What follows belongs to an exercise in optimizing a design on an open flow for small area; a production flow would make more cautious choices. In this exercise RTL edits were held to simulation tests only and were not proved equivalent to the original.

### design.v
module diff_network (
		     input wire [6:0]   i,
		     output wire [6:0]  o,
		     input wire [6:0]   k
		     );
   wire p = i[0] ^ i[1] ^ i[2] ^ i[3] ^ i[4] ^ i[5] ^ i[6];
   assign o[0] = k[0] ^ p ^ i[0];
   assign o[1] = k[1] ^ p ^ i[1];
   assign o[2] = k[2] ^ p ^ i[2];
   assign o[3] = k[3] ^ p ^ i[3];
   assign o[4] = k[4] ^ p ^ i[4];
   assign o[5] = k[5] ^ p ^ i[5];
   assign o[6] = k[6] ^ p;
endmodule  
module shuffle_network (
			input wire clk,
			input wire din,
			input wire sel,
			input wire advance,
			input wire init_iv,
			output wire dout
			);
   reg 				    a, b;
   always @(posedge clk) begin
      if( init_iv ) begin
	 a <= 1'b0;
	 b <= 1'b1;
      end else if( advance ) begin
	 a <= sel ? din : b;
	 b <= sel ? a : din;
      end
   end
   assign dout = sel ? b : a;
endmodule  
module hdcp_lfsr(
		   input wire    clk,
		   input wire [55:0]  iv,               
		   input  wire   init_iv,          
		   input  wire   advance,          
		   output wire   onebit            
		   );
   reg [12:0] 			 lfsr0;
   reg [13:0] 			 lfsr1;
   reg [15:0] 			 lfsr2;
   reg [16:0] 			 lfsr3;
   wire sI = init_iv;
   wire sA = ~init_iv & advance;
   wire sH = ~init_iv & ~advance;
   always @(posedge clk) begin
      lfsr0 <= ({13{sI}} & {~iv[6],iv[11:0]}) |
	       ({13{sA}} & {lfsr0[11:0], lfsr0[4] ^ lfsr0[8] ^ lfsr0[10] ^ lfsr0[12]}) |
	       ({13{sH}} & lfsr0);
      lfsr1 <= ({14{sI}} & {~iv[18],iv[24:12]}) |
	       ({14{sA}} & {lfsr1[12:0], lfsr1[3] ^ lfsr1[5] ^ lfsr1[6] ^ lfsr1[9] ^ lfsr1[10] ^ lfsr1[13]}) |
	       ({14{sH}} & lfsr1);
      lfsr2 <= ({16{sI}} & {~iv[32],iv[39:25]}) |
	       ({16{sA}} & {lfsr2[14:0], lfsr2[4] ^ lfsr2[6] ^ lfsr2[7] ^ lfsr2[11] ^ lfsr2[14] ^ lfsr2[15]}) |
	       ({16{sH}} & lfsr2);
      lfsr3 <= ({17{sI}} & {~iv[47],iv[55:40]}) |
	       ({17{sA}} & {lfsr3[15:0], lfsr3[4] ^ lfsr3[10] ^ lfsr3[14] ^ lfsr3[16]}) |
	       ({17{sH}} & lfsr3);
   end
   wire [3:0] sh_dout;
   shuffle_network sh0 ( .clk(clk),
			 .din(lfsr0[3] ^ lfsr1[4] ^ lfsr2[5] ^ lfsr3[5]),
			 .sel(lfsr0[7]),
			 .advance(advance),
			 .init_iv(init_iv),
			 .dout(sh_dout[0])
			 );
   shuffle_network sh1 ( .clk(clk),
			 .din(sh_dout[0]),
			 .sel(lfsr1[8]),
			 .advance(advance),
			 .init_iv(init_iv),
			 .dout(sh_dout[1])
			 );
   shuffle_network sh2 ( .clk(clk),
			 .din(sh_dout[1]),
			 .sel(lfsr2[9]),
			 .advance(advance),
			 .init_iv(init_iv),
			 .dout(sh_dout[2])
			 );
   shuffle_network sh3 ( .clk(clk),
			 .din(sh_dout[2]),
			 .sel(lfsr3[11]),
			 .advance(advance),
			 .init_iv(init_iv),
			 .dout(sh_dout[3])
			 );
   assign onebit = sh_dout[3] ^ lfsr0[12] ^ lfsr1[13] ^ lfsr2[15] ^ lfsr3[16];
endmodule  
module hdcp_block (
		   input wire clk,
		   input wire loadB,         
		   input wire loadK,         
		   input wire catchup,       
		   input wire [63:0] src,   
		   output wire [55:0] Bcur,  
		   output wire [55:0] Kcur,  
		   input wire rekey,
		   input wire lfsr_in,
		   output wire [23:0] ostream,
		   input wire advance
		   );
   reg [27:0] 		      Bx;
   reg [27:0]		      By;
   reg [27:0] 		      Bz;
   wire [27:0] 		      o_Bx;
   wire [27:0]		      o_By;
   wire [27:0] 		      o_Bz;
   reg [27:0] 		      Kx;
   reg [27:0] 		      Ky;
   reg [27:0] 		      Kz;
   wire [27:0] 		      o_Kx;
   wire [27:0] 		      o_Ky;
   wire 		      o_Ky13;  
   wire [27:0] 		      o_Kz;
   reg 			      st;      
   reg 			      rk_d;    
   reg 			      lf_d;    
   wire [23:0] 		      ostream_r;
   wire [3:0] 		      SK0_in;
   wire [3:0] 		      SK1_in;
   wire [3:0] 		      SK2_in;
   wire [3:0] 		      SK3_in;
   wire [3:0] 		      SK4_in;
   wire [3:0] 		      SK5_in;
   wire [3:0] 		      SK6_in;
   wire [3:0] 		      SK0;
   wire [3:0] 		      SK1;
   wire [3:0] 		      SK2;
   wire [3:0] 		      SK3;
   wire [3:0] 		      SK4;
   wire [3:0] 		      SK5;
   wire [3:0] 		      SK6;
   wire [3:0] 		      SB0_in;
   wire [3:0] 		      SB1_in;
   wire [3:0] 		      SB2_in;
   wire [3:0] 		      SB3_in;
   wire [3:0] 		      SB4_in;
   wire [3:0] 		      SB5_in;
   wire [3:0] 		      SB6_in;
   wire [3:0] 		      SB0;
   wire [3:0] 		      SB1;
   wire [3:0] 		      SB2;
   wire [3:0] 		      SB3;
   wire [3:0] 		      SB4;
   wire [3:0] 		      SB5;
   wire [3:0] 		      SB6;
   assign Bcur = {By[27:0],Bx[27:0]};
   assign Kcur = {Ky[27:0],Kx[27:0]};
   assign ostream = ostream_r;
   wire step = advance & st;
   wire bA = ~loadB & (step | catchup);
   wire bH = ~loadB & ~(step | catchup);
   wire kL = loadK;
   wire kA = ~loadK & step;
   wire kH = ~loadK & ~step;
   always @(posedge clk) begin
      Bz <= {20'b0,src[63:56]} | ({28{bA}} & o_Bz) | ({28{bH}} & Bz);  
      By <= src[55:28] | ({28{bA}} & o_By) | ({28{bH}} & By);
      Bx <= src[27:0] | ({28{bA}} & o_Bx) | ({28{bH}} & Bx);
      Kz <= ({28{kL}} & Bz) | ({28{kA}} & o_Kz) | ({28{kH}} & Kz);
      Ky <= ({28{kL}} & By) | ({28{kA}} & o_Ky) | ({28{kH}} & Ky);
      Kx <= ({28{kL}} & Bx) | ({28{kA}} & o_Kx) | ({28{kH}} & Kx);
      if( loadK )
	st <= 1'b0;
      else if( advance ) begin
	 st <= 1'b1;
	 rk_d <= rekey;
	 lf_d <= lfsr_in;
      end
   end
   diff_network bround1 ( .o({o_Bx[24],o_Bx[20],o_Bx[16],o_Bx[12],o_Bx[8],o_Bx[4],o_Bx[0]}),
			  .k({Ky[6],Ky[5],Ky[4],Ky[3],Ky[2],Ky[1],Ky[0]}),
			  .i({Bz[6],Bz[5],Bz[4],Bz[3],Bz[2],Bz[1],Bz[0]}) );
   diff_network bround2 ( .o({o_By[24],o_By[20],o_By[16],o_By[12],o_By[8],o_By[4],o_By[0]}),
			  .k({1'b0,1'b0,1'b0,1'b0,1'b0,1'b0,1'b0}),
			  .i({By[12],By[2],By[1],By[0],Bz[9],Bz[8],Bz[7]}) );
   diff_network bround3 ( .o({o_By[25],o_By[21],o_By[17],o_By[13],o_By[9],o_By[5],o_By[1]}),
			  .k({1'b0,1'b0,1'b0,1'b0,1'b0,1'b0,1'b0}),
			  .i({By[13],By[5],By[4],By[3],Bz[12],Bz[11],Bz[10]}) );
   diff_network bround4 ( .o({o_By[26],o_By[22],o_By[18],o_By[14],o_By[10],o_By[6],o_By[2]}),
			  .k({1'b0,1'b0,1'b0,1'b0,1'b0,1'b0,1'b0}),
			  .i({By[14],By[8],By[7],By[6],Bz[15],Bz[14],Bz[13]}) );
   diff_network bround5 ( .o({o_By[27],o_By[23],o_By[19],o_By[15],o_By[11],o_By[7],o_By[3]}),
			  .k({1'b0,1'b0,1'b0,1'b0,1'b0,1'b0,1'b0}),
			  .i({By[15],By[11],By[10],By[9],Bz[18],Bz[17],Bz[16]}) );
   diff_network bround6 ( .o({o_Bx[25],o_Bx[21],o_Bx[17],o_Bx[13],o_Bx[9],o_Bx[5],o_Bx[1]}),
			  .k({Ky[13],Ky[12],Ky[11],Ky[10],Ky[9],Ky[8],Ky[7]}),
			  .i({Bz[21],Bz[20],Bz[19],By[19],By[18],By[17],By[16]}) );
   diff_network bround7 ( .o({o_Bx[26],o_Bx[22],o_Bx[18],o_Bx[14],o_Bx[10],o_Bx[6],o_Bx[2]}),
			  .k({Ky[20],Ky[19],Ky[18],Ky[17],Ky[16],Ky[15],Ky[14]}),
			  .i({Bz[24],Bz[23],Bz[22],By[23],By[22],By[21],By[20]}) );
   diff_network bround8 ( .o({o_Bx[27],o_Bx[23],o_Bx[19],o_Bx[15],o_Bx[11],o_Bx[7],o_Bx[3]}),
			  .k({Ky[27],Ky[26],Ky[25],Ky[24],Ky[23],Ky[22],Ky[21]}),
			  .i({Bz[27],Bz[26],Bz[25],By[27],By[26],By[25],By[24]}) );
   diff_network kround1 ( .o({o_Kx[24],o_Kx[20],o_Kx[16],o_Kx[12],o_Kx[8],o_Kx[4],o_Kx[0]}),
			  .i({Kz[6],Kz[5],Kz[4],Kz[3],Kz[2],Kz[1],Kz[0]}),
			  .k(7'b0) );
   diff_network kround2 ( .o({o_Ky[24],o_Ky[20],o_Ky[16],o_Ky[12],o_Ky[8],o_Ky[4],o_Ky[0]}),
			  .i({Ky[12],Ky[2],Ky[1],Ky[0],Kz[9],Kz[8],Kz[7]}),
			  .k(7'b0) );
   diff_network kround3 ( .o({o_Ky[25],o_Ky[21],o_Ky[17],o_Ky13,o_Ky[9],o_Ky[5],o_Ky[1]}),
			  .i({Ky[13],Ky[5],Ky[4],Ky[3],Kz[12],Kz[11],Kz[10]}),
			  .k(7'b0) );
   assign o_Ky[13] = rk_d ? lf_d : o_Ky13;
   diff_network kround4 ( .o({o_Ky[26],o_Ky[22],o_Ky[18],o_Ky[14],o_Ky[10],o_Ky[6],o_Ky[2]}),
			  .i({Ky[14],Ky[8],Ky[7],Ky[6],Kz[15],Kz[14],Kz[13]}),
			  .k(7'b0) );
   diff_network kround5 ( .o({o_Ky[27],o_Ky[23],o_Ky[19],o_Ky[15],o_Ky[11],o_Ky[7],o_Ky[3]}),
			  .i({Ky[15],Ky[11],Ky[10],Ky[9],Kz[18],Kz[17],Kz[16]}),
			  .k(7'b0) );
   diff_network kround6 ( .o({o_Kx[25],o_Kx[21],o_Kx[17],o_Kx[13],o_Kx[9],o_Kx[5],o_Kx[1]}),
			  .i({Kz[21],Kz[20],Kz[19],Ky[19],Ky[18],Ky[17],Ky[16]}),
			  .k(7'b0) );
   diff_network kround7 ( .o({o_Kx[26],o_Kx[22],o_Kx[18],o_Kx[14],o_Kx[10],o_Kx[6],o_Kx[2]}),
			  .i({Kz[24],Kz[23],Kz[22],Ky[23],Ky[22],Ky[21],Ky[20]}),
			  .k(7'b0) );
   diff_network kround8 ( .o({o_Kx[27],o_Kx[23],o_Kx[19],o_Kx[15],o_Kx[11],o_Kx[7],o_Kx[3]}),
			  .i({Kz[27],Kz[26],Kz[25],Ky[27],Ky[26],Ky[25],Ky[24]}),
			  .k(7'b0) );
   function [3:0] sbox(input [63:0] table_, input [3:0] n);
      sbox = table_[n*4 +: 4];
   endfunction
   assign SK0 = sbox(64'hda742fb16c0395e8, SK0_in);
   assign SK1 = sbox(64'h2ed7c90a5b38f461, SK1_in);
   assign SK2 = sbox(64'h593a0ec1f24768bd, SK2_in);
   assign SK3 = sbox(64'h65a9184fd23c7be0, SK3_in);
   assign SK4 = sbox(64'h2d9053a641eb8f7c, SK4_in);
   assign SK5 = sbox(64'h9a6df05be43827c1, SK5_in);
   assign SK6 = sbox(64'h845f2b9cd3e0167a, SK6_in);
   assign SB0 = sbox(64'ha1f87e426d5b039c, SB0_in);
   assign SB1 = sbox(64'h0cf6794adb251e83, SB1_in);
   assign SB2 = sbox(64'h598206fc3edba147, SB2_in);
   assign SB3 = sbox(64'hd0798be52fca4136, SB3_in);
   assign SB4 = sbox(64'he0db7a852914cf63, SB4_in);
   assign SB5 = sbox(64'h09da3f417c2586eb, SB5_in);
   assign SB6 = sbox(64'ha30ef86d9c5247b1, SB6_in);
   assign SB0_in[0] = Bx[0];
   assign SB0_in[1] = Bx[7];
   assign SB0_in[2] = Bx[14];
   assign SB0_in[3] = Bx[21];
   assign SK0_in[0] = Kx[0];
   assign SK0_in[1] = Kx[7];
   assign SK0_in[2] = Kx[14];
   assign SK0_in[3] = Kx[21];
   assign o_Bz[0] = SB0[0];
   assign o_Bz[7] = SB0[1];
   assign o_Bz[14] = SB0[2];
   assign o_Bz[21] = SB0[3];
   assign o_Kz[0] = SK0[0];
   assign o_Kz[7] = SK0[1];
   assign o_Kz[14] = SK0[2];
   assign o_Kz[21] = SK0[3];
   assign SB1_in[0] = Bx[1];
   assign SB1_in[1] = Bx[8];
   assign SB1_in[2] = Bx[15];
   assign SB1_in[3] = Bx[22];
   assign SK1_in[0] = Kx[1];
   assign SK1_in[1] = Kx[8];
   assign SK1_in[2] = Kx[15];
   assign SK1_in[3] = Kx[22];
   assign o_Bz[1] = SB1[0];
   assign o_Bz[8] = SB1[1];
   assign o_Bz[15] = SB1[2];
   assign o_Bz[22] = SB1[3];
   assign o_Kz[1] = SK1[0];
   assign o_Kz[8] = SK1[1];
   assign o_Kz[15] = SK1[2];
   assign o_Kz[22] = SK1[3];
   assign SB2_in[0] = Bx[2];
   assign SB2_in[1] = Bx[9];
   assign SB2_in[2] = Bx[16];
   assign SB2_in[3] = Bx[23];
   assign SK2_in[0] = Kx[2];
   assign SK2_in[1] = Kx[9];
   assign SK2_in[2] = Kx[16];
   assign SK2_in[3] = Kx[23];
   assign o_Bz[2] = SB2[0];
   assign o_Bz[9] = SB2[1];
   assign o_Bz[16] = SB2[2];
   assign o_Bz[23] = SB2[3];
   assign o_Kz[2] = SK2[0];
   assign o_Kz[9] = SK2[1];
   assign o_Kz[16] = SK2[2];
   assign o_Kz[23] = SK2[3];
   assign SB3_in[0] = Bx[3];
   assign SB3_in[1] = Bx[10];
   assign SB3_in[2] = Bx[17];
   assign SB3_in[3] = Bx[24];
   assign SK3_in[0] = Kx[3];
   assign SK3_in[1] = Kx[10];
   assign SK3_in[2] = Kx[17];
   assign SK3_in[3] = Kx[24];
   assign o_Bz[3] = SB3[0];
   assign o_Bz[10] = SB3[1];
   assign o_Bz[17] = SB3[2];
   assign o_Bz[24] = SB3[3];
   assign o_Kz[3] = SK3[0];
   assign o_Kz[10] = SK3[1];
   assign o_Kz[17] = SK3[2];
   assign o_Kz[24] = SK3[3];
   assign SB4_in[0] = Bx[4];
   assign SB4_in[1] = Bx[11];
   assign SB4_in[2] = Bx[18];
   assign SB4_in[3] = Bx[25];
   assign SK4_in[0] = Kx[4];
   assign SK4_in[1] = Kx[11];
   assign SK4_in[2] = Kx[18];
   assign SK4_in[3] = Kx[25];
   assign o_Bz[4] = SB4[0];
   assign o_Bz[11] = SB4[1];
   assign o_Bz[18] = SB4[2];
   assign o_Bz[25] = SB4[3];
   assign o_Kz[4] = SK4[0];
   assign o_Kz[11] = SK4[1];
   assign o_Kz[18] = SK4[2];
   assign o_Kz[25] = SK4[3];
   assign SB5_in[0] = Bx[5];
   assign SB5_in[1] = Bx[12];
   assign SB5_in[2] = Bx[19];
   assign SB5_in[3] = Bx[26];
   assign SK5_in[0] = Kx[5];
   assign SK5_in[1] = Kx[12];
   assign SK5_in[2] = Kx[19];
   assign SK5_in[3] = Kx[26];
   assign o_Bz[5] = SB5[0];
   assign o_Bz[12] = SB5[1];
   assign o_Bz[19] = SB5[2];
   assign o_Bz[26] = SB5[3];
   assign o_Kz[5] = SK5[0];
   assign o_Kz[12] = SK5[1];
   assign o_Kz[19] = SK5[2];
   assign o_Kz[26] = SK5[3];
   assign SB6_in[0] = Bx[6];
   assign SB6_in[1] = Bx[13];
   assign SB6_in[2] = Bx[20];
   assign SB6_in[3] = Bx[27];
   assign SK6_in[0] = Kx[6];
   assign SK6_in[1] = Kx[13];
   assign SK6_in[2] = Kx[20];
   assign SK6_in[3] = Kx[27];
   assign o_Bz[6] = SB6[0];
   assign o_Bz[13] = SB6[1];
   assign o_Bz[20] = SB6[2];
   assign o_Bz[27] = SB6[3];
   assign o_Kz[6] = SK6[0];
   assign o_Kz[13] = SK6[1];
   assign o_Kz[20] = SK6[2];
   assign o_Kz[27] = SK6[3];
assign ostream_r[0] = (Bz[17] & Kz[3]) ^ (Bz[26] & Kz[6]) ^ (Bz[22] & Kz[0]) ^ (Bz[27] & Kz[9]) ^ (Bz[21] & Kz[4]) ^ (Bz[18] & Kz[22]) ^ (Bz[2] & Kz[5]) ^ By[5] ^ Ky[10];
assign ostream_r[1] = (Bz[5] & Kz[20]) ^ (Bz[20] & Kz[18]) ^ (Bz[15] & Kz[7]) ^ (Bz[24] & Kz[23]) ^ (Bz[2] & Kz[15]) ^ (Bz[25] & Kz[5]) ^ (Bz[0] & Kz[3]) ^ By[16] ^ Ky[25];
assign ostream_r[2] = (Bz[22] & Kz[7]) ^ (Bz[5] & Kz[19]) ^ (Bz[14] & Kz[2]) ^ (Bz[16] & Kz[10]) ^ (Bz[25] & Kz[22]) ^ (Bz[17] & Kz[4]) ^ (Bz[20] & Kz[13]) ^ By[11] ^ Ky[21];
assign ostream_r[3] = (Bz[19] & Kz[6]) ^ (Bz[3] & Kz[14]) ^ (Bz[15] & Kz[9]) ^ (Bz[11] & Kz[8]) ^ (Bz[21] & Kz[17]) ^ (Bz[16] & Kz[18]) ^ (Bz[27] & Kz[12]) ^ By[1] ^ Ky[24];
assign ostream_r[4] = (Bz[19] & Kz[25]) ^ (Bz[6] & Kz[6]) ^ (Bz[17] & Kz[5]) ^ (Bz[18] & Kz[2]) ^ (Bz[22] & Kz[10]) ^ (Bz[7] & Kz[15]) ^ (Bz[9] & Kz[21]) ^ By[12] ^ Ky[8];
assign ostream_r[5] = (Bz[3] & Kz[27]) ^ (Bz[7] & Kz[14]) ^ (Bz[4] & Kz[2]) ^ (Bz[8] & Kz[4]) ^ (Bz[16] & Kz[24]) ^ (Bz[6] & Kz[19]) ^ (Bz[5] & Kz[1]) ^ By[17] ^ Ky[12];
assign ostream_r[6] = (Bz[8] & Kz[17]) ^ (Bz[21] & Kz[26]) ^ (Bz[27] & Kz[4]) ^ (Bz[2] & Kz[16]) ^ (Bz[11] & Kz[27]) ^ (Bz[24] & Kz[7]) ^ (Bz[12] & Kz[22]) ^ By[3] ^ Ky[11];
assign ostream_r[7] = (Bz[9] & Kz[9]) ^ (Bz[5] & Kz[10]) ^ (Bz[7] & Kz[19]) ^ (Bz[4] & Kz[11]) ^ (Bz[8] & Kz[7]) ^ (Bz[13] & Kz[6]) ^ (Bz[3] & Kz[8]) ^ By[15] ^ Ky[23];
assign ostream_r[8] = (Bz[26] & Kz[13]) ^ (Bz[13] & Kz[12]) ^ (Bz[23] & Kz[18]) ^ (Bz[10] & Kz[24]) ^ (Bz[11] & Kz[15]) ^ (Bz[7] & Kz[23]) ^ (Bz[15] & Kz[7]) ^ By[19] ^ Ky[16];
assign ostream_r[9] = (Bz[1] & Kz[0]) ^ (Bz[0] & Kz[5]) ^ (Bz[19] & Kz[20]) ^ (Bz[11] & Kz[25]) ^ (Bz[13] & Kz[1]) ^ (Bz[16] & Kz[24]) ^ (Bz[24] & Kz[9]) ^ By[18] ^ Ky[27];
assign ostream_r[10] = (Bz[26] & Kz[14]) ^ (Bz[13] & Kz[23]) ^ (Bz[9] & Kz[27]) ^ (Bz[14] & Kz[25]) ^ (Bz[10] & Kz[17]) ^ (Bz[4] & Kz[19]) ^ (Bz[1] & Kz[1]) ^ By[2] ^ Ky[22];
assign ostream_r[11] = (Bz[21] & Kz[6]) ^ (Bz[15] & Kz[21]) ^ (Bz[5] & Kz[17]) ^ (Bz[3] & Kz[15]) ^ (Bz[13] & Kz[26]) ^ (Bz[25] & Kz[11]) ^ (Bz[16] & Kz[16]) ^ By[27] ^ Ky[7];
assign ostream_r[12] = (Bz[20] & Kz[11]) ^ (Bz[7] & Kz[22]) ^ (Bz[18] & Kz[20]) ^ (Bz[12] & Kz[0]) ^ (Bz[17] & Kz[26]) ^ (Bz[1] & Kz[23]) ^ (Bz[16] & Kz[17]) ^ By[0] ^ Ky[2];
assign ostream_r[13] = (Bz[14] & Kz[8]) ^ (Bz[23] & Kz[4]) ^ (Bz[1] & Kz[3]) ^ (Bz[12] & Kz[14]) ^ (Bz[24] & Kz[20]) ^ (Bz[6] & Kz[26]) ^ (Bz[18] & Kz[23]) ^ By[9] ^ Ky[15];
assign ostream_r[14] = (Bz[19] & Kz[19]) ^ (Bz[6] & Kz[0]) ^ (Bz[21] & Kz[18]) ^ (Bz[25] & Kz[2]) ^ (Bz[23] & Kz[13]) ^ (Bz[1] & Kz[8]) ^ (Bz[10] & Kz[24]) ^ By[8] ^ Ky[14];
assign ostream_r[15] = (Bz[3] & Kz[16]) ^ (Bz[0] & Kz[21]) ^ (Bz[27] & Kz[24]) ^ (Bz[23] & Kz[25]) ^ (Bz[19] & Kz[12]) ^ (Bz[8] & Kz[27]) ^ (Bz[4] & Kz[15]) ^ By[7] ^ Ky[18];
assign ostream_r[16] = (Bz[6] & Kz[3]) ^ (Bz[5] & Kz[5]) ^ (Bz[14] & Kz[8]) ^ (Bz[22] & Kz[25]) ^ (Bz[24] & Kz[7]) ^ (Bz[18] & Kz[27]) ^ (Bz[2] & Kz[2]) ^ By[21] ^ Ky[26];
assign ostream_r[17] = (Bz[3] & Kz[11]) ^ (Bz[4] & Kz[14]) ^ (Bz[2] & Kz[23]) ^ (Bz[6] & Kz[17]) ^ (Bz[22] & Kz[22]) ^ (Bz[14] & Kz[13]) ^ (Bz[12] & Kz[19]) ^ By[26] ^ Ky[4];
assign ostream_r[18] = (Bz[25] & Kz[1]) ^ (Bz[21] & Kz[16]) ^ (Bz[19] & Kz[14]) ^ (Bz[9] & Kz[11]) ^ (Bz[10] & Kz[12]) ^ (Bz[15] & Kz[6]) ^ (Bz[13] & Kz[10]) ^ By[22] ^ Ky[19];
assign ostream_r[19] = (Bz[23] & Kz[21]) ^ (Bz[11] & Kz[1]) ^ (Bz[10] & Kz[10]) ^ (Bz[20] & Kz[20]) ^ (Bz[1] & Kz[18]) ^ (Bz[12] & Kz[26]) ^ (Bz[14] & Kz[9]) ^ By[4] ^ Ky[13];
assign ostream_r[20] = (Bz[11] & Kz[20]) ^ (Bz[26] & Kz[21]) ^ (Bz[20] & Kz[9]) ^ (Bz[17] & Kz[25]) ^ (Bz[8] & Kz[12]) ^ (Bz[23] & Kz[3]) ^ (Bz[0] & Kz[15]) ^ By[24] ^ Ky[0];
assign ostream_r[21] = (Bz[9] & Kz[18]) ^ (Bz[17] & Kz[12]) ^ (Bz[26] & Kz[21]) ^ (Bz[4] & Kz[27]) ^ (Bz[27] & Kz[1]) ^ (Bz[0] & Kz[16]) ^ (Bz[15] & Kz[24]) ^ By[6] ^ Ky[20];
assign ostream_r[22] = (Bz[22] & Kz[13]) ^ (Bz[12] & Kz[0]) ^ (Bz[2] & Kz[3]) ^ (Bz[10] & Kz[16]) ^ (Bz[7] & Kz[22]) ^ (Bz[20] & Kz[11]) ^ (Bz[25] & Kz[26]) ^ By[13] ^ Ky[9];
assign ostream_r[23] = (Bz[27] & Kz[2]) ^ (Bz[24] & Kz[0]) ^ (Bz[26] & Kz[13]) ^ (Bz[8] & Kz[5]) ^ (Bz[0] & Kz[4]) ^ (Bz[9] & Kz[8]) ^ (Bz[18] & Kz[10]) ^ By[23] ^ Ky[3];
endmodule  
module hdcp_cipher(
		   input wire    clk,
		   input         reset,
		   input [55:0]  Km,               
		   input [63:0]  An,               
		   input         hdcpBlockCipher_init,  
		   input         authentication,   
		   input         hdcpRekeyCipher,  
		   input         hdcpStreamCipher, 
		   output [23:0] pr_data,          
		   output reg    stream_ready      
		   );
   wire 			 lfsr_out;
   wire [23:0] 			 ostream;
   wire [55:0] 			 Bcur;
   wire [55:0] 			 Kcur;
   reg 				 run;        
   reg 				 is_init;    
   reg [6:0] 			 cnt;
   reg 				 adv_s;      
   reg 				 auth_mode;
   reg [55:0] 			 Ks;
   reg 				 ks_v;       
   reg [63:0] 			 Mi;
   reg 				 mi_v;       
   wire start_init  = hdcpBlockCipher_init & ~run;
   wire start_rekey = hdcpRekeyCipher & ~hdcpBlockCipher_init & stream_ready & ~run;
   wire start = start_init | start_rekey;
   wire k_ge56 = cnt[6] | (cnt[5] & cnt[4] & cnt[3]);
   wire win_init = (cnt >= 7'd3) & (cnt <= 7'd50);
   wire win_rekey = k_ge56 & (cnt <= 7'd111);
   wire advance = adv_s | (run & (win_init | win_rekey));
   wire rekey = run & k_ge56;
   wire k1 = run & (cnt == 7'd1);
   wire loadK = run & ((cnt == 7'd2) | (cnt == 7'd53));
   wire catchup = run & (cnt == 7'd52);
   wire ks_we = run & auth_mode & (cnt == 7'd53);
   wire load_lfsr = run & (cnt == 7'd54);
   wire mi_sh = run & is_init & (cnt >= 7'd109) & (cnt <= 7'd112);
   wire fin = run & (is_init ? (cnt == 7'd113) : (cnt == 7'd111));
   wire sKm = k1 & auth_mode;
   wire sKs = k1 & ~auth_mode & ks_v;
   wire sAn = loadK & auth_mode;
   wire sMi = loadK & ~auth_mode & mi_v;
   wire [63:0] src = ({64{sKm}} & {8'b0, Km}) | ({64{sKs}} & {8'b0, Ks}) |
		     ({64{sAn}} & An) | ({64{sMi}} & Mi);
   wire ready_nx = run ? fin : (stream_ready & ~start_rekey);
   always @(posedge clk or posedge reset) begin
      if( reset ) begin
	 run <= 1'b0;
	 stream_ready <= 1'b0;
	 adv_s <= 1'b0;
	 ks_v <= 1'b0;
	 mi_v <= 1'b0;
      end else begin
	 if( start )
	   run <= 1'b1;
	 else if( fin )
	   run <= 1'b0;
	 stream_ready <= ready_nx;
	 adv_s <= hdcpStreamCipher & ready_nx;
	 if( ks_we )
	   ks_v <= 1'b1;
	 if( mi_sh )
	   mi_v <= 1'b1;
      end
   end
   always @(posedge clk) begin
      if( start ) begin
	 cnt <= start_init ? 7'd1 : 7'd56;
	 is_init <= start_init;
      end else
	cnt <= cnt + 7'd1;
      if( start_init )
	auth_mode <= authentication;
      if( ks_we )
	Ks <= Bcur;
      if( mi_sh )
	Mi <= {Mi[47:0], ostream[15:0]};
   end
   hdcp_lfsr  lfsr( .clk(clk),
		    .iv(Kcur),
		    .init_iv(load_lfsr),
		    .advance(advance),
		    .onebit(lfsr_out));
   hdcp_block block( .clk(clk),
		     .loadB(k1 | loadK),
		     .loadK(loadK),
		     .catchup(catchup),
		     .src(src),
		     .Bcur(Bcur),
		     .Kcur(Kcur),
		     .rekey(rekey),
		     .lfsr_in(lfsr_out),
		     .ostream(ostream),
		     .advance(advance));
   assign pr_data = ostream;
endmodule  
### flow/run.sh
#!/bin/bash
# The standard synthesis, then an area-oriented re-mapping of the
# combinational logic (the flip-flops are kept as they are, with their
# names and cell types; a few ABC scripts are tried and the smallest
# netlist is kept), then the standard layout with plain buf_1 cells
# as the port buffers.
set -euo pipefail
W=$PWD
RES=$W/orfs/results/sky130hd/hdcp_cipher/base
LIB=$FLOW_HOME/platforms/sky130hd/lib/sky130_fd_sc_hd__tt_025C_1v80.lib

# 1. standard synthesis (up to the Yosys netlist)
bash standard.sh $RES/1_2_yosys.v > synth_standard.log 2>&1
cp $RES/1_2_yosys.v $W/netlist_standard.v

# 2. re-map the combinational logic for area
grep -oE "^\s*sky130_fd_sc_hd__\w+" $W/netlist_standard.v | tr -d ' ' | sort -u > $W/cells_used.txt
python3 $W/flow/mkcells.py $LIB $W/cells_used.txt > $W/cell_models.v
printf 'set_driving_cell sky130_fd_sc_hd__buf_1\nset_load 5\n' > $W/abc.constr
for i in 1 2 3 4; do
  sed -e "s#@LIB@#$LIB#g" -e "s#@W@#$W#g" -e "s#@ABC@#$W/flow/resyn$i.abc#" \
      -e "s#@OUT@#$W/netlist_resyn$i.v#" $W/flow/resyn.ys > $W/resyn$i.ys
  yosys -s $W/resyn$i.ys > $W/resyn$i.log 2>&1 &
done
wait || true
best=""; bestarea=""
for i in 1 2 3 4; do
  if [[ -f $W/netlist_resyn$i.v ]]; then
    a=$(grep "Chip area" $W/resyn$i.log | tail -1 | awk '{print $NF}')
    echo "script $i: area $a" >> $W/resyn_choice.log
    if [[ -z "$best" ]] || awk "BEGIN{exit !($a < $bestarea)}"; then best=$i; bestarea=$a; fi
  fi
done
echo "chosen: script $best ($bestarea)" >> $W/resyn_choice.log
cp $W/netlist_resyn$best.v $RES/1_2_yosys.v

# 3. the rest of the standard flow
export BUFFER_PORTS_ARGS="-buffer_cell sky130_fd_sc_hd__buf_1"
bash standard.sh > standard.log 2>&1
### flow/mkcells.py
# generate Verilog models: combinational cells as assigns, sequential as blackboxes
import re,sys
lib=open(sys.argv[1]).read()
used=set(open(sys.argv[2]).read().split())
out=[]
# split into cells
for m in re.finditer(r'\n\s*cell\s*\(\s*"?(\w+)"?\s*\)\s*\{', lib):
    pass
pos=[(m.group(1),m.start()) for m in re.finditer(r'\n\s*cell\s*\(\s*"?(\w+)"?\s*\)\s*\{', lib)]
for i,(name,st) in enumerate(pos):
    if name not in used: continue
    en=pos[i+1][1] if i+1<len(pos) else len(lib)
    body=lib[st:en]
    seq = ('ff (' in body) or ('ff(' in body) or ('latch' in body) or ('statetable' in body)
    pins=[]
    for pm in re.finditer(r'\n\s*pin\s*\(\s*"?(\w+)"?\s*\)\s*\{', body):
        pst=pm.end()
        # find direction and function within this pin group (until next pin( )
        nxt=re.search(r'\n\s*pin\s*\(', body[pst:])
        pb=body[pst: pst+nxt.start()] if nxt else body[pst:]
        d=re.search(r'direction\s*:\s*"?(\w+)"?',pb).group(1)
        f=re.search(r'\bfunction\s*:\s*"([^"]*)"',pb)
        pins.append((pm.group(1),d,f.group(1) if f else None))
    ports=', '.join(p[0] for p in pins)
    lines=['module %s(%s);'%(name,ports)]
    for p,d,f in pins:
        lines.append('  %s %s;'%('input' if d=='input' else 'output',p))
    if seq:
        lines[0]='(* blackbox *)\n'+lines[0]
    else:
        for p,d,f in pins:
            if d=='output':
                e=f.replace('!','~')
                e=re.sub(r'\)\s*\(',') & (',e)
                e=re.sub(r'(\w)\s+(?=[\w(~])',r'\1 & ',e)
                lines.append('  assign %s = %s;'%(p,e))
    lines.append('endmodule')
    out.append('\n'.join(lines))
print('\n'.join(out))
### flow/resyn.ys
read_verilog @W@/cell_models.v
read_verilog @W@/netlist_standard.v
hierarchy -top hdcp_cipher
flatten
hierarchy -top hdcp_cipher
rename -hide w:_*_.*
read_liberty -lib -ignore_redef @LIB@
techmap
opt -purge
abc -liberty @LIB@ -dont_use sky130_fd_sc_hd__probe_p_8 -dont_use sky130_fd_sc_hd__probec_p_8 -dont_use *lpflow* -constr @W@/abc.constr -script @ABC@
splitnets
opt_clean -purge
hilomap -singleton -hicell sky130_fd_sc_hd__conb_1 HI -locell sky130_fd_sc_hd__conb_1 LO
insbuf -buf sky130_fd_sc_hd__buf_4 A X
check -assert -mapped
stat -liberty @LIB@
write_verilog -noattr -nohex -nodec @OUT@
### flow/resyn1.abc
strash
dc2
dch -f
amap
### flow/resyn2.abc
&get -n
&st
&b
&dc2
&put
dch -f
amap
### flow/resyn3.abc
&get -n
&st
&syn2
&dc2
&put
dch -f
amap
### flow/resyn4.abc
&get -n
&st
&b
&syn2
&dc2
&put
dch -f
amap
### standard.sh
#!/bin/bash
# synth_recipe.tcl (not shown) runs the flow's synth.tcl, then flattens the netlist and writes it again
# the make line also repeats each setting of config.mk as NAME=value (left out here)
make -C /OpenROAD-flow-scripts/flow DESIGN_CONFIG=/design/flow/config.mk WORK_HOME=/design/flow/orfs CLKGATE_MAP_FILE= SYNTH_SCRIPT=/design/flow/synth_recipe.tcl "${@:-finish}"
### config.mk
export PLATFORM = sky130hd
export DESIGN_NAME = hdcp_cipher
export DESIGN_NICKNAME = hdcp_cipher
export VERILOG_FILES = /design/flow/design.v
export SDC_FILE = /design/flow/constraint.sdc
export NUM_CORES = 4
export LEC_CHECK = 0
export CAP_MARGIN = 20
export CORE_MARGIN = 2
export CORE_UTILIZATION = 40
export CTS_BUF_LIST = sky130_fd_sc_hd__clkbuf_8
export CTS_CLUSTER_DIAMETER = 50
export CTS_CLUSTER_SIZE = 14
export SETUP_SLACK_MARGIN = 0.03
export SLEW_MARGIN = 20
### constraint.sdc
create_clock -name core_clock -period 4.0 [get_ports {clk}]
set_input_delay 0.8000 -clock core_clock [delete_from_list [all_inputs] [get_ports {clk}]]
set_output_delay 0.8000 -clock core_clock [all_outputs]
set_load 0.01 [all_outputs]
==> metrics.md, run 1 <==
| Metric | Value |
|---|---|
| Status | finished clean |
| Worst relative slew slack | 0.376 |
| Hold Violations, Final | 0 |
| Synthesized area | about 19,000 sq um |
| Fraction of layout instances using a drive strength above 1 | 0.0656 |
| Setup TNS | 0 ns |
| Crit-path max cell delay | 0.61 ns |
| Fin Hold WS | 0.318 ns |
| CTS H-tree lvls | 2 |
| Remaining number of nets flagged by the antenna check after routing | 0 |
| CTS tree | done |
| Gr usage total | 0.348 |
| Core area | 47,400 sq um |
| Io pins | 151 |
| Slew @ Worst Pin | between 0.9 and 1 ns |
| Critical path cell sequence | clkinvlp_4, nor2_1, nor2_1, a21oi_1, a21oi_1, o21ai_0, buf_1 |
| Drt pass-1 iters | 12 |
| RSZ-0062 raised after global routing | no |
| Largest net degree at the start of global routing | 77 |
| Post-Syn Area per Cell | ~8.2 sq um |
| Vias in the first global route | 18,614 |
| WL/cell | around 27 um |
| Cell Area, Placed | 21,200 sq um |
| First DRT Iteration DRCs | 3,105 |
| Clock transition at the registers of the reported paths | about 0.09 ns |
| Worst r2r src | cnt[4] |
| Post-Route WL | 88,500 um |
| Slew Viols, Final | 0 |
| Vias post-DR | 20,849 |
| Minimum clock period | 3.89 ns |
| DP HPWL | 67,700 um |
| Final core utilization | 0.468 |
| Synth Instances | 2,333 |
| Max Cap Viol | 0 |
| Grt ovf | 0 |
| First-pass GRT wire length | around 130,000 um |
| Port bufs | 150 |
| Die Footprint | 49,500 sq um |
| Hold wc startpoint | authentication |
| Die X | roughly 220 um |
| Startpoint types | register |
| Die height | 223 um |
| Initial antenna violation count | 3 |
| Post-route cell area | 22,200 sq um |
| CP max-delay cell | o21ai_0 |
| P&R area growth vs syn | 16.3% |
| Nets | 2,734 |
| Initial Util | 0.403 |
| Via/cell ratio | 6.40 |
| Tcrit/Tclk final | 0.972 |
| Fmax | 257 MHz |
| DRC | 0 |
| Crit. End Element | output pin |
| CTS sink count | 373 |
| Synth Net Count | 2,459 |
| CP Launch Point | block.Bz[1] |
| Syn. warnings | 4 |
| Clock tree buffer depth | 3 |
| Endpoints failing setup | 0 |
| Critical path type | reg2out |
| Skew-Pair Late Insertion Delay | 0.67 ns |
| Worst Skew | 0.0519 ns |
| Total CTS buffers | 43 |
| Worst EP arrival | 3.09 ns |
| Required @ worst endpoint | approximately 3.2 ns |
| Std-Cell Rows | 80 |
| Delay-heaviest family, CP | compound AO/OA/AOI/OAI gates |
| Crit-path max FO | 10 |
| GP Congestion | 1.05 |
| Hold WC Path Type | in2reg |
| Post-CTS setup buffer count | 0 |
| Worst path bufs/invs | 2 |
| Root Driver | clkbuf_8 |
## layer usage
| metal | vias up | GRT usage | wire, um |
|---|---|---|---|
| met3 | 222 | 0.0598 | 9130 |
| met5 | - | 0 | 10 |
| met4 | 2 | 0.215 | 6150 |
| li1 | 9511 | - | - |
| met2 | 1299 | 0.516 | 38000 |
| met1 | 9815 | 0.471 | 35300 |
## state kept, by name, summed over array words and instances, names as in the netlist, 16 cells and up
name and count:
Ks 56, block.Ky 28, block.Bx 28, block.By 28, block.Bz 28, lfsr.lfsr2 16
Mi 64, lfsr.lfsr3 17, block.Kx 28, block.Kz 28
## placed cells by master, fill, tap and decap left out, types with 4 or more instances in the layout
cell,instances
o32a_1,4
clkinvlp_4,6
a211oi_1,10
a22oi_1,15
a222oi_1,115
buf_4,73
inv_1,4
nor2_4,4
buf_12,6
or2_0,7
o22ai_1,208
a31oi_1,13
buf_1,150
nor2b_1,5
clkbuf_8,48
inv_6,4
dfxtp_1,244
o32ai_1,13
o22a_1,20
o221ai_1,90
o31ai_1,6
clkinv_2,7
nor2_1,478
a221o_1,6
nor3_1,22
dfrtp_1,5
a21oi_1,271
or3_1,4
nand2_1,98
clkinv_1,333
nand3_1,8
bufinv_16,4
edfxtp_1,124
a221oi_1,44
o211ai_1,5
o21ai_0,142
## final timing paths
| path | to | slack [ns] | cells after the start |
|---|---|---|---|
| worst max-delay path | pr_data[9] | 0.11 | 7 |
| worst min-delay path | auth_mode | 0.32 | 1 |
| worst max register to register | block.Bz[2] | 0.48 | 11 |
| worst min register to register | lfsr.lfsr2[1] | 0.45 | 2 |
| max in group asynchronous | mi_v | 3.32 | 3 |
| min in group asynchronous | stream_ready | 0.54 | 3 |
## what timing repair did
item / in CTS / in global routing
endpoints found under the hold margin: 5 / 0
gates resized for setup: 0 / 8
hold buffers: 1 / 0
setup endpoints to repair: 0 / 30
## stage by stage
stage	worst slack, ns	cells
finish	0.112	3256
floorplan	0.0180	2333
global route	0.0594	3255
CTS	0.0477	3254
global placement	0.374	3177
detailed placement	0.456	3177
## layout make-up
class	instances	area, sq um
Antenna cell	2	5.00
Clock buffer	48	661
Clock inverter	28	318
Fill cell	4756	25200
Inverter	340	1290
Multi-Input combinational cell	1620	9200
Sequential cell	373	8730
Tap cell	615	769
Timing Repair Buffer	230	1240
==> run 2, diff against run 1 <==
--- a/config.mk
+++ b/config.mk
@@ -11,5 +11,5 @@
 export CTS_BUF_LIST = sky130_fd_sc_hd__clkbuf_8
 export CTS_CLUSTER_DIAMETER = 50
 export CTS_CLUSTER_SIZE = 14
-export SETUP_SLACK_MARGIN = 0.03
+export SETUP_SLACK_MARGIN = 0.12
 export SLEW_MARGIN = 20
==> run 2 against run 1 <==
Setup slack worse by 0.0098 ns. Fmax down 0.25%. Die area unchanged. Synthesized cell count unchanged. Final area up 0.16%. Non-clock buffer count unchanged. Wire length about the same. Still clean.
==> metrics.md, run 2 <==
| Metric | Value |
|---|---|
| Status | finished clean |
| Fraction of layout instances using a drive strength above 1 | 0.0686 |
| Fin Hold WS | roughly 0.31 ns |
| Tcrit/Tclk final | 0.975 |
| Slew @ Worst Pin | ~0.95 ns |
| Worst path bufs/invs | 2 |
| Startpoint types | register |
| CTS tree | done |
| Crit. End Element | output pin |
| Most common cell after layout, fill and taps aside | nor2_1 |
| Most frequent cells in the layout | nor2_1 (478), clkinv_1 (327), a21oi_1 (271), dfxtp_1 (244), o22ai_1 (206) |
| First DRT Iteration DRCs | 3,101 |
| Vias post-DR | roughly 21,000 |
| Die X | 223 um |
| DP HPWL | 67,700 um |
| Grt ovf | 0 |
| Gr usage total | 0.348 |
| Syn. warnings | 4 |
| Critical path cell sequence | clkinv_1, o22ai_1, nor2_1, a21oi_1, nor2_1, a21oi_1, nor2_1, a21oi_1, buf_1 |
| Endpoints failing setup | 0 |
| Crit-path max cell delay | 0.55 ns |
| Post-Route WL | 88,600 um |
| RSZ-0062 raised after global routing | yes |
| WL/cell | 27.2 um |
| Root Driver | clkbuf_8 |
| Std-Cell Rows | 80 |
| DRC | 0 |
| Worst Skew | about 0.053 ns |
| P&R area growth vs syn | 16.5% |
| DR WL met2 | 37,700 um |
| Initial antenna violation count | 3 |
| FF-to-FF path depth | 11 |
| Core area | 47,400 sq um |
| Drt pass-1 iters | 9 |
| Largest Register | Mi |
| Fmax | 257 MHz |
| Total CTS buffers | 43 |
| Met1 WL | 35,900 um |
| Max Cap Viol | 0 |
| Met3 wire length | a little under 9000 um |
| Hold WC Path Type | in2reg |
| Io pins | 151 |
| Slew Viols, Final | 0 |
| Delay-heaviest family, CP | compound AO/OA/AOI/OAI gates |
| Pre-CTS setup slack | ~0.46 ns |
| Setup ws final | about 0.10 ns |
| Remaining number of nets flagged by the antenna check after routing | 0 |
| Minimum clock period | 3.90 ns |
| Worst relative slew slack | 0.369 |
| Post-Syn Area per Cell | 8.19 sq um |
| Nets | 2,734 |
| Synthesized area | around 19,000 sq um |
| Vias in the first global route | 18,614 |
| Hold Crit Depth | 1 |
| Clock transition at the registers of the reported paths | around 0.090 ns |
| Synth Instances | 2,333 |
| Synth Net Count | about 2,500 |
| Max reg flops | between 60 and 70 |
| Via/cell ratio | roughly 6.4 |
| CP Depth | 9 |
| Setup TNS | 0 ns |
| Clock tree buffer depth | 3 |
| Hold Violations, Final | 0 |
| Die height | 223 um |
| Final core utilization | 0.469 |
| CTS sink count | 373 |
| Largest net degree at the start of global routing | 77 |
| Die Footprint | roughly 50,000 sq um |
| Worst EP arrival | 3.10 ns |
| Critical path type | reg2out |
| Crit-path max FO | 6 |
| First-pass GRT wire length | approximately 130,000 um |
| Highest routed metal layer | met5 |
| Top Registers | Mi: 64 flops, Ks: 56 flops |
| CTS H-tree lvls | 2 |
| CP max-delay cell | dfxtp_1 |
| Initial Util | 0.403 |
| Port bufs | 150 |
| GP Congestion | 1.05 |
| Required @ worst endpoint | 3.20 ns |
| Skew-Pair Late Insertion Delay | about 0.67 ns |
==> run 2: worst paths after layout <==
path / start / to / slack (ns)
worst max-delay path: block.Ky[21] / pr_data[2] / 0.10
max in group asynchronous: reset / mi_v / 3.33
min in group asynchronous: reset / stream_ready / 0.53
worst min register to register: lfsr.lfsr1[1] / lfsr.lfsr1[1] / 0.45
worst min-delay path: authentication / auth_mode / 0.31
worst max register to register: cnt[4] / block.Bz[2] / 0.40
==> run 2: through the flow <==
stage | instance area, sq um | cells
6_report | 22300 | 3256
3_3_place_gp | 21200 | 3177
4_1_cts | 22200 | 3254
3_5_place_dp | 21200 | 3177
2_1_floorplan | 19200 | 2333
5_1_grt | 22300 | 3255
==> run 2: worst reg2reg max path: cells and delay by family (launching register included) <==
family                 cells  cell delay (ns)
DFF                        1             0.35
and+or+nand+nor            5             1.48
buffers and inverters      3             0.50
AOI/OAI and AO/OA          3             1.08
==> run 2: metal layers <==
metal | global-route usage | vias up
met5 | 0 | -
met2 | 0.516 | 1306
met3 | 0.0598 | 239
li1 | - | 9519
met1 | 0.471 | 9746
met4 | 0.215 | 4
==> run 2: cell type report <==
class,count,area (sq um)
fill,4752,25200
multi-input combinational,1620,9210
sequential,373,8730
inverter,340,1320
timing repair buffer,230,1240
tap,615,769
clock buffer,48,661
clock inverter,28,318
antenna,2,5.00
==> run 2: timing repair <==
item / CTS / global route
hold buffers: 1 / 0
gates resized for setup: 2 / 15
setup buffers: 0 / 0
endpoints found under the hold margin: 5 / 0
pin swaps: 0 / 0
setup endpoints to repair: 2 / 91
==> run 3, diff against run 2 <==
--- a/config.mk
+++ b/config.mk
@@ -9,7 +9,7 @@
 export CORE_MARGIN = 2
 export CORE_UTILIZATION = 40
 export CTS_BUF_LIST = sky130_fd_sc_hd__clkbuf_8
-export CTS_CLUSTER_DIAMETER = 50
-export CTS_CLUSTER_SIZE = 14
+export CTS_CLUSTER_DIAMETER = 52
+export CTS_CLUSTER_SIZE = 22
 export SETUP_SLACK_MARGIN = 0.12
 export SLEW_MARGIN = 20
==> run 3 against run 2 <==
Still clean. Sequential share of layout area down 0.15 points. Setup slack better by 0.055 ns. Clock skew up 0.027 ns. Global-route usage up 0.089 points. Non-clock buffer count unchanged. Wire length down 0.15%. Sequential cell count unchanged. Via count about the same. Critical path depth unchanged. First-iteration DRC count up 7.1%.
==> metrics.md, run 3 <==
| Metric | Value |
|---|---|
| Critical path type | reg2out |
| Largest net degree at the start of global routing | between 70 and 80 |
| Worst EP arrival | 3.04 ns |
| Grt ovf | 0 |
| Antenna cell count | 0 |
| Post-route cell area | between 20,000 and 25,000 sq um |
| Worst r2r src | cnt[4] |
| Die height | around 220 um |
| Die Footprint | 49,500 sq um |
| Die X | 223 um |
| Initial antenna violation count | 1 |
| Hold WC Path Type | in2reg |
| Minimum clock period | about 3.8 ns |
| Remaining number of nets flagged by the antenna check after routing | 0 |
| Initial Util | 0.403 |
| Final core utilization | 0.471 |
| Crit. End Element | output pin |
| R2R Path End | block.Bz[2] |
| Max reg flops | 64 |
| P&R area growth vs syn | 16.9% |
| Fraction of layout instances using a drive strength above 1 | 0.0708 |
| First-pass GRT wire length | 127,000 um |
| Startpoint types | register |
| RSZ-0062 raised after global routing | no |
| WL/cell | roughly 27 um |
| # fillers | 4,767 |
| Post-Syn Area per Cell | a little over 8 sq um |
| Io pins | 151 |
| FF-to-FF path depth | 11 |
| Worst relative slew slack | 0.380 |
| Gr usage total | 0.349 |
| Max Cap Viol | 0 |
| Total CTS buffers | 43 |
| Hold Violations, Final | 0 |
| Setup slack, reg-to-reg | 0.43 ns |
| Clock transition at the registers of the reported paths | 0.10 ns |
| Slew Viols, Final | 0 |
| DP HPWL | 67,700 um |
| Std-Cell Rows | 80 |
| Vias in the first global route | ~19,000 |
| CTS tree | done |
| Synth Instances | 2,333 |
| Hold Crit Depth | 1 |
| Post-CTS setup buffer count | 0 |
| Drt pass-1 iters | 11 |
| Worst Skew | 0.0798 ns |
| Slew @ Worst Pin | 0.930 ns |
| DRC | 0 |
| Tcrit/Tclk final | 0.961 |
| CTS sink count | between 300 and 400 |
| Largest Register | Mi |
| Setup TNS | 0 ns |
| Required @ worst endpoint | 3.20 ns |
| CTS H-tree lvls | 2 |
| Most frequent cells in the layout | nor2_1 (478), clkinv_1 (329), a21oi_1 (269), dfxtp_1 (244), o22ai_1 (205) |
| Hold endpoint | auth_mode |
| First DRT Iteration DRCs | 3,320 |
| Synth Net Count | 2,459 |
| Clock tree buffer depth | 3 |
| Status | finished clean |
| Most common cell after layout, fill and taps aside | nor2_1 |
| Cell Area, Placed | between 20,000 and 25,000 sq um |
| Crit-path max FO | 6 |
| Syn. warnings | 4 |
| Endpoints failing setup | 0 |
| Port bufs | 150 |
| Via/cell ratio | 6.39 |
| Nets | 2,734 |
| Post-Route WL | between 80,000 and 90,000 um |
| Root Driver | clkbuf_8 |
| Core area | 47,400 sq um |
| Synthesized area | between 15,000 and 20,000 sq um |
| GP Congestion | ~1.0 |
| Skew-Pair Late Insertion Delay | 0.68 ns |
| Hold wc startpoint | authentication |
| Vias post-DR | 20,826 |
| Fmax | 260 MHz |
| Top Registers | Mi: 64 flops, Ks: 56 flops |
run 3: stage by stage:
stage	hold slack [ns]	setup slack, ns	instances
after floorplan	0.420	0.0180	2333
after CTS	0.288	0.132	3258
after global routing	0.302	0.121	3258
after detailed placement	0.434	0.456	3177
final	0.320	0.157	3258
after global placement	0.427	0.374	3177
run 3: worst max-delay path, stage by stage, from the launching register on:
cell and delay, ns:
dfxtp_1 0.55, clkinv_1 0.16, o22ai_1 0.44, nor2_1 0.08, a21oi_1 0.18, nor2_1 0.07
a21oi_1 0.20, nor2_1 0.08, a21oi_1 0.40, buf_1 0.21
run 3: worst max path at each step:
stage,startpoint,to,slack (ns)
2_1_floorplan,cnt[4],block.By[26],0.02
3_3_place_gp,cnt[4],block.Bx[15],0.37
3_5_place_dp,cnt[4],block.Bx[20],0.46
4_1_cts,block.Ky[10],pr_data[0],0.13
5_1_grt,block.Bz[13],pr_data[7],0.12
6_report,block.Ky[21],pr_data[2],0.16
run 3: repair_timing:
item	4_1_cts	5_1_grt
endpoints found under the setup margin	2	91
hold buffers	1	0
gates resized for setup	2	19
hold endpoints to repair	5	0
pin swaps	0	0
run 3: per-layer routing:
layer	share of wire	up-vias	wire length, um	global-route usage
li1	-	9532	-	-
met1	0.40	9690	35100	0.473
met2	0.43	1354	37900	0.523
met3	0.10	250	9210	0.0521
met4	0.071	0	6290	0.217
met5	0	-	0	0
run 3: final cells by class:
cell class	instances	area (sq um)	area share
inverters	340	1320	0.0590
clock buffers	46	633	0.0283
clock inverters	34	420	0.0188
well taps	615	769	0.0344
flip-flops and latches	373	8730	0.391
multi-input cells	1620	9220	0.413
repair buffers	230	1240	0.0556
==> run 4, diff against run 3 <==
--- a/config.mk
+++ b/config.mk
@@ -7,9 +7,9 @@
 export LEC_CHECK = 0
 export CAP_MARGIN = 20
 export CORE_MARGIN = 2
-export CORE_UTILIZATION = 40
+export CORE_UTILIZATION = 36
 export CTS_BUF_LIST = sky130_fd_sc_hd__clkbuf_8
-export CTS_CLUSTER_DIAMETER = 52
-export CTS_CLUSTER_SIZE = 22
+export CTS_CLUSTER_DIAMETER = 55
+export CTS_CLUSTER_SIZE = 16
 export SETUP_SLACK_MARGIN = 0.12
 export SLEW_MARGIN = 20
==> run 4 against run 3 <==
Still clean on timing, DRC and antenna. Die area up 11%. Highest routed layer unchanged.
==> metrics.md, run 4 <==
| Metric | Value |
|---|---|
| Synth Instances | 2,333 |
| Initial antenna violation count | 2 |
| Tcrit/Tclk final | 0.950 |
| Initial Util | 0.363 |
| Register Area | 8730 sq um |
| Die height | 234 um |
| Drt pass-1 iters | 10 |
| Syn. warnings | 4 |
| Hold Buf Count CTS | 0 |
| Worst EP arrival | 3.00 ns |
| Fraction of layout instances using a drive strength above 1 | 0.0754 |
| Critical path type | reg2out |
| R2R Path End | block.Kx[14] |
| # fillers | around 5,300 |
| DRC | 0 |
| Clock tree buffer depth | 3 |
| Max reg flops | 64 |
| Crit-path max cell delay | 0.57 ns |
| Grt ovf | 0 |
| Clock transition at the registers of the reported paths | 0.11 ns |
| CTS tree | done |
| Crit-path max FO | 6 |
| P&R area growth vs syn | 17.5% |
| Vias post-DR | 20,883 |
| Synth Net Count | 2,459 |
| Endpoints failing setup | 0 |
| Most common cell after layout, fill and taps aside | nor2_1 |
| Setup TNS | 0 ns |
| Die Footprint | 54,900 sq um |
| Hold Violations, Final | 0 |
| Post-Route WL | 92,900 um |
| Status | finished clean |
| Hold WC Path Type | in2async |
| Worst path bufs/invs | 2 |
| CTS H-tree lvls | 2 |
| Nets | ~2,800 |
| DP HPWL | 71,900 um |
| Top Registers | Mi: 64 flops, Ks: 56 flops |
| RSZ-0062 raised after global routing | no |
| Max Cap Viol | 0 |
| Slew Viols, Final | 0 |
| Startpoint types | register |
| Slew @ Worst Pin | 1.02 ns |
| Final core utilization | 0.427 |
| Required @ worst endpoint | 3.20 ns |
| Most frequent cells in the layout | nor2_1 (479), clkinv_1 (324), a21oi_1 (269), dfxtp_1 (244), o22ai_1 (204) |
| Critical path cell sequence | clkinv_1, o22ai_1, nor2_1, a21oi_1, nor2_1, a21oi_1, nand2_1, o21ai_0, buf_1 |
| FF-to-FF path depth | 12 |
| Post-Syn Area per Cell | about 8 sq um |
| Remaining number of nets flagged by the antenna check after routing | 0 |
| First DRT Iteration DRCs | about 3,200 |
| Root Driver | clkbuf_8 |
| Worst r2r src | block.Ky[20] |
| Skew-Pair Late Insertion Delay | 0.65 ns |
| CTS sink count | 373 |
| Delay-heaviest family, CP | compound AO/OA/AOI/OAI gates |
| Std-Cell Rows | 84 |
| Crit. End Element | output pin |
| GP Congestion | 1.02 |
| Minimum clock period | about 3.8 ns |
| Worst relative slew slack | 0.321 |
| First-pass GRT wire length | 131,000 um |
| Largest net degree at the start of global routing | 67 |
| Vias in the first global route | 18,843 |
| Core area | between 50,000 and 60,000 sq um |
| Via/cell ratio | between 6 and 7 |
| Area of the multi-input gates | 9230 sq um |
| Total CTS buffers | 39 |
| Worst Skew | 0.0342 ns |
| Fmax | 263 MHz |
| CP max-delay cell | dfxtp_1 |
| Synthesized area | 19,100 sq um |
| Port bufs | 150 |
| WL/cell | 27.8 um |
| Die X | 234 um |
| Largest Register | Mi |
| Setup slack, reg-to-reg | 0.48 ns |
| Io pins | 151 |
| Gr usage total | 0.332 |
run 4: area by class of cell:
type / count / area share
antenna: 3 / 0.000335
clock buffer: 41 / 0.0252
timing repair buffer: 250 / 0.0630
tap: 688 / 0.0384
multi-input combinational: 1620 / 0.411
clock inverter: 29 / 0.0137
sequential: 373 / 0.389
inverter: 340 / 0.0590
run 4: worst reg2reg max path, stage by stage, from the launching register on:
cell	delay [ns]
dfxtp_1	0.57
clkinv_1	0.45
a21oi_1	0.33
nor2_1	0.07
a21oi_1	0.30
clkinv_1	0.15
o22ai_1	0.36
nand2_1	0.09
o21ai_0	0.17
clkinv_1	0.24
a221oi_1	0.51
a21oi_1	0.11
o21ai_0	0.10
run 4: worst max-delay path by stage:
| stage | startpoint | endpoint | slack (ns) | depth (start not counted) |
|---|---|---|---|---|
| global placement | block.Ky[20] | block.Kx[14] | 0.58 | 12 |
| finish | block.Ky[20] | pr_data[21] | 0.20 | 9 |
| CTS | block.Bz[13] | pr_data[11] | 0.15 | 10 |
| global route | block.Ky[21] | pr_data[2] | 0.12 | 10 |
| floorplan | cnt[4] | block.By[26] | 0.02 | 11 |
| detailed placement | block.Ky[20] | block.Kx[14] | 0.63 | 12 |
run 4: per-stage QoR:
| step | std cells | setup WS [ns] | area, sq um | hold slack (ns) |
|---|---|---|---|---|
| finish | 3344 | 0.198 | 22400 | 0.0216 |
| detailed placement | 3267 | 0.631 | 21400 | 0.434 |
| global placement | 3267 | 0.585 | 21400 | 0.427 |
| CTS | 3337 | 0.148 | 22300 | 0.00384 |
| global route | 3341 | 0.125 | 22400 | 0.0191 |
| floorplan | 2333 | 0.0180 | 19200 | 0.420 |
run 4: timing repair:
item,CTS,global route
resized for setup,4,19
gates cloned,0,0
endpoints found under the setup margin,5,14
setup buffers,0,4
run 4: per-layer routing:
layer	up-vias	wire, um	GRT usage
li1	9555	-	-
met1	9887	38000	0.451
met2	1239	40400	0.506
met3	202	8500	0.0461
met4	0	6070	0.191
met5	-	0	0
==> run 5, diff against run 4 <==
--- a/config.mk
+++ b/config.mk
@@ -7,9 +7,10 @@
 export LEC_CHECK = 0
 export CAP_MARGIN = 20
 export CORE_MARGIN = 2
-export CORE_UTILIZATION = 36
+export CORE_UTILIZATION = 40
 export CTS_BUF_LIST = sky130_fd_sc_hd__clkbuf_8
 export CTS_CLUSTER_DIAMETER = 55
 export CTS_CLUSTER_SIZE = 16
+export PLACE_DENSITY = 0.75
 export SETUP_SLACK_MARGIN = 0.12
 export SLEW_MARGIN = 20
==> run 5 against run 4 <==
Critical path depth stayed put. Die area is 9.8% lower. Fmax is 2.1% lower. Setup slack worse by 0.083 ns. Sequential share of layout area is 0.36 points higher. First-iteration DRC count is 3.6% higher. Non-clock buffer count is 2 lower. Cell count is 2.3% lower. Synthesized cell count stayed put. Register-to-register slack worse by 0.15 ns. Final area is 0.91% lower.
==> metrics.md, run 5 <==
| Metric | Value |
|---|---|
| Worst Skew | 0.0354 ns |
| Vias in the first global route | 19,335 |
| Hold Violations, Final | 0 |
| Core area | 47,400 sq um |
| Initial antenna violation count | 3 |
| Crit-path max cell delay | 0.48 ns |
| DP HPWL | 68,300 um |
| Fmax | approximately 260 MHz |
| Io pins | 151 |
| Gr usage total | 0.347 |
| Worst relative slew slack | 0.297 |
| GR peak layer | met2 |
| Clock transition at the registers of the reported paths | 0.10 ns |
| Synthesized area | 19,100 sq um |
| Crit-path max FO | 5 |
| Critical path cell sequence | clkinv_1, o22ai_1, nor2_1, a21oi_1, nor2_1, a21oi_1, nor2_1, a21oi_1, buf_1 |
| Slew @ Worst Pin | 1.06 ns |
| Drt pass-1 iters | 10 |
| Most frequent cells in the layout | nor2_1 (478), clkinv_1 (328), a21oi_1 (268), dfxtp_1 (243), o22ai_1 (207) |
| DRC | 0 |
| Worst path bufs/invs | 2 |
| Std-Cell Rows | 80 |
| Die X | 223 um |
| Die Footprint | about 50,000 sq um |
| Largest Register | Mi |
| Die height | 223 um |
| Total CTS buffers | 39 |
| Syn. warnings | 4 |
| Worst EP arrival | around 3.1 ns |
| Fraction of layout instances using a drive strength above 1 | 0.0725 |
| Max Cap Viol | 0 |
| CTS H-tree lvls | 2 |
| Root Driver | clkbuf_8 |
| Post-Syn Area per Cell | 8.19 sq um |
| Skew-Pair Late Insertion Delay | roughly 0.65 ns |
| Synth Instances | 2,333 |
| Grt met2 use | 0.517 |
| Met3 Usage GRT | 0.0709 |
| RSZ-0062 raised after global routing | yes |
| Vias post-DR | around 21,000 |
| Minimum clock period | ~3.9 ns |
| Delay-heaviest family, CP | compound AO/OA/AOI/OAI gates |
| Grt ovf | 0 |
| Remaining number of nets flagged by the antenna check after routing | 0 |
| Clock tree buffer depth | 3 |
| Post-Route WL | 88,400 um |
| Slew Viols, Final | 0 |
| Nets | 2,748 |
| First-pass GRT wire length | 127,000 um |
| Hold WC Path Type | in2reg |
| Setup TNS | 0 ns |
| CP max-delay cell | dfxtp_1 |
| Crit. End Element | output pin |
| Via/cell ratio | 6.52 |
| Grt met1 use | 0.450 |
| Port bufs | 150 |
| Post-route cell area | 22,200 sq um |
| P&R area growth vs syn | 16.4% |
| GP Congestion | between 1 and 1.5 |
| WL/cell | 27.1 um |
| First DRT Iteration DRCs | 3,329 |
| Endpoints failing setup | 0 |
| CTS tree | done |
| Top Registers | Mi: 64 flops, Ks: 56 flops |
| CTS sink count | 373 |
| Initial Util | 0.403 |
| Tcrit/Tclk final | 0.971 |
| Max reg flops | 64 |
| Status | finished clean |
| Synth Net Count | 2,459 |
| Largest net degree at the start of global routing | 67 |
| Critical path type | reg2out |
| Most common cell after layout, fill and taps aside | nor2_1 |
| Cell Area, Placed | 21,300 sq um |
| Startpoint types | register |
| Required @ worst endpoint | roughly 3.2 ns |
[run 5: path summary, 6_finish.rpt]
kind	start	end	slack, ns	depth (start not counted)
min reg2reg	lfsr.lfsr0[5]	lfsr.lfsr0[6]	0.44	2
max in group asynchronous	reset	mi_v	3.27	3
max	block.By[11]	pr_data[2]	0.12	9
min in group asynchronous	reset	run	0.59	3
min	authentication	auth_mode	0.34	1
max reg2reg	block.Ky[9]	block.Ky[15]	0.33	11
[run 5: layer usage]
layer	vias up	wire length [um]	share of wire
met1	9961	34000	0.38
met2	1494	37200	0.42
met5	-	0	0
li1	9542	-	-
met3	303	9940	0.11
met4	0	7270	0.082
[run 5: through the flow]
step,hold WS [ns],util,worst slack [ns],instances
2_1_floorplan,0.420,-,0.0180,2333
3_3_place_gp,0.428,0.450,0.579,3195
3_5_place_dp,0.433,0.450,0.571,3195
4_1_cts,0.313,0.467,0.155,3264
5_1_grt,0.321,0.469,0.0317,3265
6_report,0.342,0.469,0.115,3266
[run 5: area by class of cell]
| cell class | count | area, sq um |
|---|---|---|
| well taps | 615 | 769 |
| inverters | 340 | 1310 |
| diodes | 2 | 5.00 |
| fillers | 4754 | 25200 |
| multi-input cells | 1620 | 9210 |
| repair buffers | 248 | 1390 |
| clock buffers | 43 | 592 |
| clock inverters | 25 | 223 |
| flip-flops and latches | 373 | 8730 |
[run 5: repair_timing]
action,in CTS,in global routing
hold endpoints to repair,5,0
resized for setup,3,14
cloned,0,0
hold buffers,1,0
setup buffers,0,0
setup endpoints to repair,3,14

==> re-timing with driven ports <==
How much do the figures lean on ideal ports? The routed layouts below were timed once more, with nothing changed but the port constraints. Step 1: set_driving_cell puts a clkbuf_16 on clk and a buf_2 on each other input, an assumption about the parent block. Step 2 times the ports against the registers' clock, not the clock port: input delays grow and output delays shrink by t, the midpoint of the rising clock arrivals with the driver on. Slacks: no drivers / after step 1 / after step 2; pairs: no drivers / after step 1.
run | t, ns | slack for setup (ns) | worst hold slack (ns) | worst setup path after step 2 | slew at the worst register clock pin (ns) | worst slew at a driven data input, ns
run 1 | 0.697 | 0.112 / 0.056 / 0.483 | 0.318 / 0.296 / 0.449 | register to register | 0.10 / 0.10 | 0.05
run 2 | 0.702 | 0.102 / 0.046 / 0.397 | 0.315 / 0.293 / 0.448 | register to register | 0.10 / 0.10 | 0.05
run 3 | 0.696 | 0.157 / 0.103 / 0.435 | 0.320 / 0.299 / 0.448 | register to register | 0.10 / 0.10 | 0.05
run 4 | 0.692 | 0.198 / 0.142 / 0.483 | 0.022 / -0.014 / 0.448 | register to register | 0.11 / 0.11 | 0.05
run 5 | 0.681 | 0.115 / 0.062 / 0.330 | 0.342 / 0.317 / 0.436 | register to register | 0.11 / 0.11 | 0.05
After both steps every run listed still meets setup and hold.
